What follows belongs to an exercise in optimizing a design on an open flow for a short achievable clock period and few clock cycles; a production flow would make more cautious choices.
Only simulation tests tie the RTL to the original design; equivalence was not proved.
Power is estimated from default activity; no workload was simulated.

==> sierra: inputs <==
==> flow/design.v (excerpt) <==
module CPU(reset, clk, PC, Instruction, MemAddr, MemWData, MemRead, MemWrite, MemRData, v0, a0, sp, ra);
export LEC_CHECK = 0
export ABC_CLOCK_PERIOD_IN_PS = 3500
export CAP_MARGIN = 20
export CORE_MARGIN = 2
export CORE_UTILIZATION = 40
export SLEW_MARGIN = 20
create_clock -name core_clock -period 14.0 [get_ports {clk}]
standard.sh (not shown) runs the stock make flow with config.mk's settings and CLKGATE_MAP_FILE= SYNTH_SCRIPT=/design/flow/synth_recipe.tcl, a recipe that flattens the netlist after the stock synthesis.
==> flow/flow/run.sh <==
#!/bin/bash
export SETUP_SLACK_MARGIN=9.8
export TNS_END_PERCENT=100
bash standard.sh > standard.log 2>&1
==> juniper: changes against sierra <==
--- a/flow/design.v
+++ b/flow/design.v
@@ -110,16 +110,16 @@
 	wire i_jal  = (op == 6'h03);
 	wire r_alu = r_add | r_sub | r_and | r_or | r_xor | r_nor | r_slt | r_sltu | r_sll | r_srl | r_sra;
 	wire i_alu = i_addi | i_andi | i_slti | i_sltiu | i_lui | i_lw;
 	assign RegWrite = r_alu | r_jalr | i_alu | i_jal;
 	assign Dest = (r_alu | r_jalr) ? rd : i_alu ? rt : i_jal ? 5'd31 : 5'd0;
 	assign UsesRs = ~(op == 6'h02 | i_jal);
 	assign UsesRt = rtype | i_beq | i_sw;
-	assign UseImm = i_addi | i_andi | i_slti | i_sltiu | i_lui | i_lw | i_sw;
-	assign Imm = i_lui ? {imm, 16'h0000} : i_andi ? {16'h0000, imm} : {{16{imm[15]}}, imm};
+	assign UseImm = i_addi | i_andi | i_slti | i_sltiu | i_lui | i_lw | i_sw | i_jal | r_jalr;
+	assign Imm = (i_jal | r_jalr) ? 32'h00000000 : i_lui ? {imm, 16'h0000} : i_andi ? {16'h0000, imm} : {{16{imm[15]}}, imm};
 	assign MemRead = i_lw;
 	assign MemWrite = i_sw;
 	assign Beq = i_beq;
 	assign JumpReg = r_jr | r_jalr;
 	assign Link = r_jalr | i_jal;
 	assign ResSel = {r_sll | r_srl | r_sra,
 	                 r_slt | r_sltu | i_slti | i_sltiu,
@@ -177,16 +177,14 @@
 	input [31:0] MemRData;
 	output [31:0] v0, a0, sp, ra;
 	reg [31:0] pc;               
 	reg [31:0] pc_out;           
 	reg        d_valid;
 	reg [4:0]  d_rs, d_rt;
 	reg [31:0] d_rs_oh, d_rt_oh;   
-	reg        d_byp_rs, d_byp_rt;  
-	reg        d_hiwrong;        
 	reg        d_regwrite;
 	reg [4:0]  d_dest;
 	reg        d_usesrs, d_usesrt, d_useimm;
 	reg [31:0] d_imm;
 	reg        d_memread, d_memwrite, d_beq, d_predtaken, d_jumpreg, d_link;
 	reg [7:0]  d_ressel;
 	reg        d_signed;
@@ -229,14 +227,16 @@
 		.Sum(x_addr), .Out(x_result));
 	wire x_eq      = (xa == xs);
 	wire x_bmiss   = x_valid & x_beq & ((x_predtaken ^ x_eq) | (x_predtaken & x_hiwrong));
 	wire x_jrmiss  = x_valid & x_jumpreg & (xs != x_pred);
 	wire redirect  = x_bmiss | x_jrmiss;
 	wire [31:0] redirect_pc = x_beq ? (x_eq ? x_btarget : x_pc4) : xs;
 	wire x_wr = x_valid & x_regwrite;
+	wire d_byp_rs = m_rfwe & (m_dest == d_rs) & (d_rs != 5'd0);
+	wire d_byp_rt = m_rfwe & (m_dest == d_rt) & (d_rt != 5'd0);
 	wire [31:0] d_rsval = d_byp_rs ? m_wdata : rf_rs;
 	wire [31:0] d_rtval = d_byp_rt ? m_wdata : rf_rt;
 	wire d_fa = x_wr & (x_dest == d_rs) & (d_rs != 5'd0);
 	wire d_fb = x_wr & (x_dest == d_rt) & (d_rt != 5'd0);
 	wire stall = d_valid & x_valid & x_memread & (x_dest != 5'd0) &
 	             ((d_usesrs & (x_dest == d_rs)) | (d_usesrt & (x_dest == d_rt)));
 	reg [31:0] zok, lok;
@@ -266,22 +266,23 @@
 	wire f_jr   = f_jreg & ~Instruction[0];
 	wire f_jalr = f_jreg & Instruction[0];
 	wire f_isbeq = f_op[2] & ~f_op[3];                             
 	wire f_addi = (f_op == 6'h08) | (f_op == 6'h09);
 	wire f_li   = (f_addi | (f_op == 6'h0f)) & (f_rs == 5'd0);
 	wire f_dec  = f_addi & (f_rs == f_rt) & (f_immf == 16'hFFFF);
 	wire d_wr = d_valid & d_regwrite;
-	wire f_beqt = f_isbeq & (f_rs == f_rt);
+	wire d_oneok = d_valid & d_dec & (d_dest != 5'd0) & o[d_dest] &
+	               ~(x_wr & (x_dest == d_dest)) & ~(m_rfwe & (m_dest == d_dest));
+	wire f_beqt = f_isbeq & ((f_rs == f_rt) | (d_oneok & (f_rt == 5'd0) & (f_rs == d_dest)));
 	wire f_jalr_li = f_jalr & d_valid & d_li & (d_dest == f_rs);
 	wire [8:0] f_blo = {1'b0, pc4[9:2]} + {1'b0, f_immf[7:0]};
 	wire [31:0] f_btarget = {pc4[31:10], f_blo[7:0], 2'b00};
-	wire f_hiwrong = f_blo[8] ? (f_immf[15:8] != 8'hFF) : (f_immf[15:8] != 8'h00);
 	wire [31:0] f_jtarget = {pc4[31:28], Instruction[25:0], 2'b00};
-	wire [31:0] f_other = f_j ? f_jtarget : f_jr ? lr : f_jalr_li ? d_imm : pc4;
-	wire [31:0] f_pred = f_beqt ? f_btarget : f_other;
+	wire [31:0] f_pred = pc4 ^ (({32{f_j}} & (f_jtarget ^ pc4)) | ({32{f_jr}} & (lr ^ pc4)) |
+	                            ({32{f_jalr_li}} & (d_imm ^ pc4)) | ({32{f_beqt}} & (f_btarget ^ pc4)));
 	wire [31:0] f_jpred = f_jr ? lr : f_jalr_li ? d_imm : pc4;
 	wire f_regwrite, f_usesrs, f_usesrt, f_useimm, f_memread, f_memwrite, f_beq, f_jumpreg, f_link;
 	wire [4:0] f_dest;
 	wire [31:0] f_imm;
 	wire [7:0] f_ressel;
 	wire f_signed;
 	wire [1:0] f_shiftop;
@@ -324,44 +325,38 @@
 	end
 	assign PC = pc_out;
 	always @(posedge clk) begin
 		if (!redirect && !stall && !d_redirect) begin
 			d_rs <= f_rs; d_rt <= f_rt;
 			d_rs_oh <= (32'd1 << f_rs) & ~32'd1;
 			d_rt_oh <= (32'd1 << f_rt) & ~32'd1;
-			d_byp_rs <= x_wr & (x_dest == f_rs) & (f_rs != 5'd0);
-			d_byp_rt <= x_wr & (x_dest == f_rt) & (f_rt != 5'd0);
-			d_hiwrong <= f_hiwrong;
 			d_regwrite <= f_regwrite; d_dest <= f_dest;
 			d_usesrs <= f_usesrs; d_usesrt <= f_usesrt;
 			d_useimm <= f_useimm; d_imm <= f_imm;
 			d_memread <= f_memread; d_memwrite <= f_memwrite;
 			d_beq <= f_beq; d_predtaken <= f_beqt;
 			d_jumpreg <= f_jumpreg; d_link <= f_link;
 			d_ressel <= f_ressel; d_signed <= f_signed; d_shiftop <= f_shiftop;
 			d_shamt <= Instruction[10:6];
 			d_li <= f_li; d_dec <= f_dec;
 			d_pc4 <= pc4; d_pred <= f_jpred;
-		end else if (!d_redirect) begin
-			d_byp_rs <= x_wr & (x_dest == d_rs) & (d_rs != 5'd0);
-			d_byp_rt <= x_wr & (x_dest == d_rt) & (d_rt != 5'd0);
 		end
 		x_regwrite <= d_regwrite; x_dest <= d_dest;
 		x_memread <= d_memread; x_memwrite <= d_memwrite;
 		x_beq <= d_beq; x_predtaken <= d_predtaken | d_predz;
 		x_jumpreg <= d_jumpreg; x_link <= d_link;
 		x_ressel <= d_ressel; x_signed <= d_signed; x_shiftop <= d_shiftop; x_shamt <= d_shamt;
 		x_aval <= d_link ? d_pc4 : d_rsval;
 		x_fa <= d_fa & ~d_link;
-		x_bval <= d_link ? 32'd0 : d_useimm ? d_imm : d_rtval;
-		x_fb <= d_fb & ~d_useimm & ~d_link;
+		x_bval <= d_useimm ? d_imm : d_rtval;
+		x_fb <= d_fb & ~d_useimm;
 		x_sval <= d_jumpreg ? d_rsval : d_rtval;
 		x_fs <= d_jumpreg ? d_fa : d_fb;
 		x_pc4 <= d_pc4; x_btarget <= d_btarget; x_pred <= d_pred;
-		x_hiwrong <= d_hiwrong & d_predtaken;
+		x_hiwrong <= d_predtaken & (d_btarget[31:10] != d_pc4[31:10]);
 		x_dec <= d_dec;
 		m_alu <= ~x_memread;
 		m_dest <= x_dest;
 		m_result <= x_result;
 		m_addr <= x_addr;
 		m_sdata <= xs;
 	end
==> flow/config.mk (replaced) <==
export PLATFORM = sky130hd
export DESIGN_NAME = CPU
export DESIGN_NICKNAME = CPU
export VERILOG_FILES = /design/flow/design.v
export SDC_FILE = /design/flow/constraint.sdc
export NUM_CORES = 4
export LEC_CHECK = 0
export ABC_CLOCK_PERIOD_IN_PS = 3500
export CAP_MARGIN = 20
export CORE_MARGIN = 2
export CORE_UTILIZATION = 35
export SLEW_MARGIN = 20
==> notes <==
Of juniper and sierra, sierra has the higher non-clock buffer count (gap 8).
Against sierra, the synthesized cell count of juniper is higher by 3.4%.
Of juniper and sierra, sierra has the higher sequential cell count (gap 3).
Register-to-register slack: sierra is higher than juniper (390 ps).
Wire length: juniper is higher than sierra (about 2.6%).
==> figures <==
quantity	sierra	juniper
Status	finished clean	finished clean
Pre-CTS setup slack	6870 ps	7560 ps
Start point of the critical path	Instruction[5]	m_result[17]
Peak per-stage delay on the critical path	480 ps	830 ps
Antenna violations before repair	22	47
Reg-to-reg slack, setup	9560 ps	9170 ps
Net count, final	7711	7929
Share of final layout cell area taken by non-clock buffers	0.0543	0.0525
Time the final worst path needs with I/O delays and setup	4470 ps	4830 ps
Worst Path Buf+Inv	3	1
Combinational power	5.06 mW	7.69 mW
Testbench counts of sierra, summed over its fixed seeds: cycles 123,039.
Testbench counts of juniper, summed over its fixed seeds: cycles 120,856.

-- afterwards: timing with drivers on the ports --
How much do the figures lean on ideal ports? The routed layouts below were timed once more, with nothing changed but the port constraints. Step 1 sets driving cells, clkbuf_16 on the clock port and buf_2 on the other inputs (assumed; they add their load-dependent delay and slew). Step 2 adds t to the input delays and takes it off the output delays; t is the mean of the earliest and latest rising clock arrival at the registers after step 1. Input paths then give back, and output paths get back, about the clock's delay inside the block. Slacks: ideal ports / drivers / drivers and shift; pairs: ideal ports / drivers.
run | t (ns) | setup slack, ns | worst slew at a driven data input, ns | pins driven straight from the clock port
sierra | 0.960 | 9.529 / 9.534 / 8.574 | 0.13 | 1
juniper | 0.998 | 9.172 / 9.172 / 8.493 | 0.07 | 1
After both steps every run listed still meets setup and hold. For sierra, which loses most, drivers alone change the setup slack by +0.005 ns; drivers and shift together by -0.955 ns.
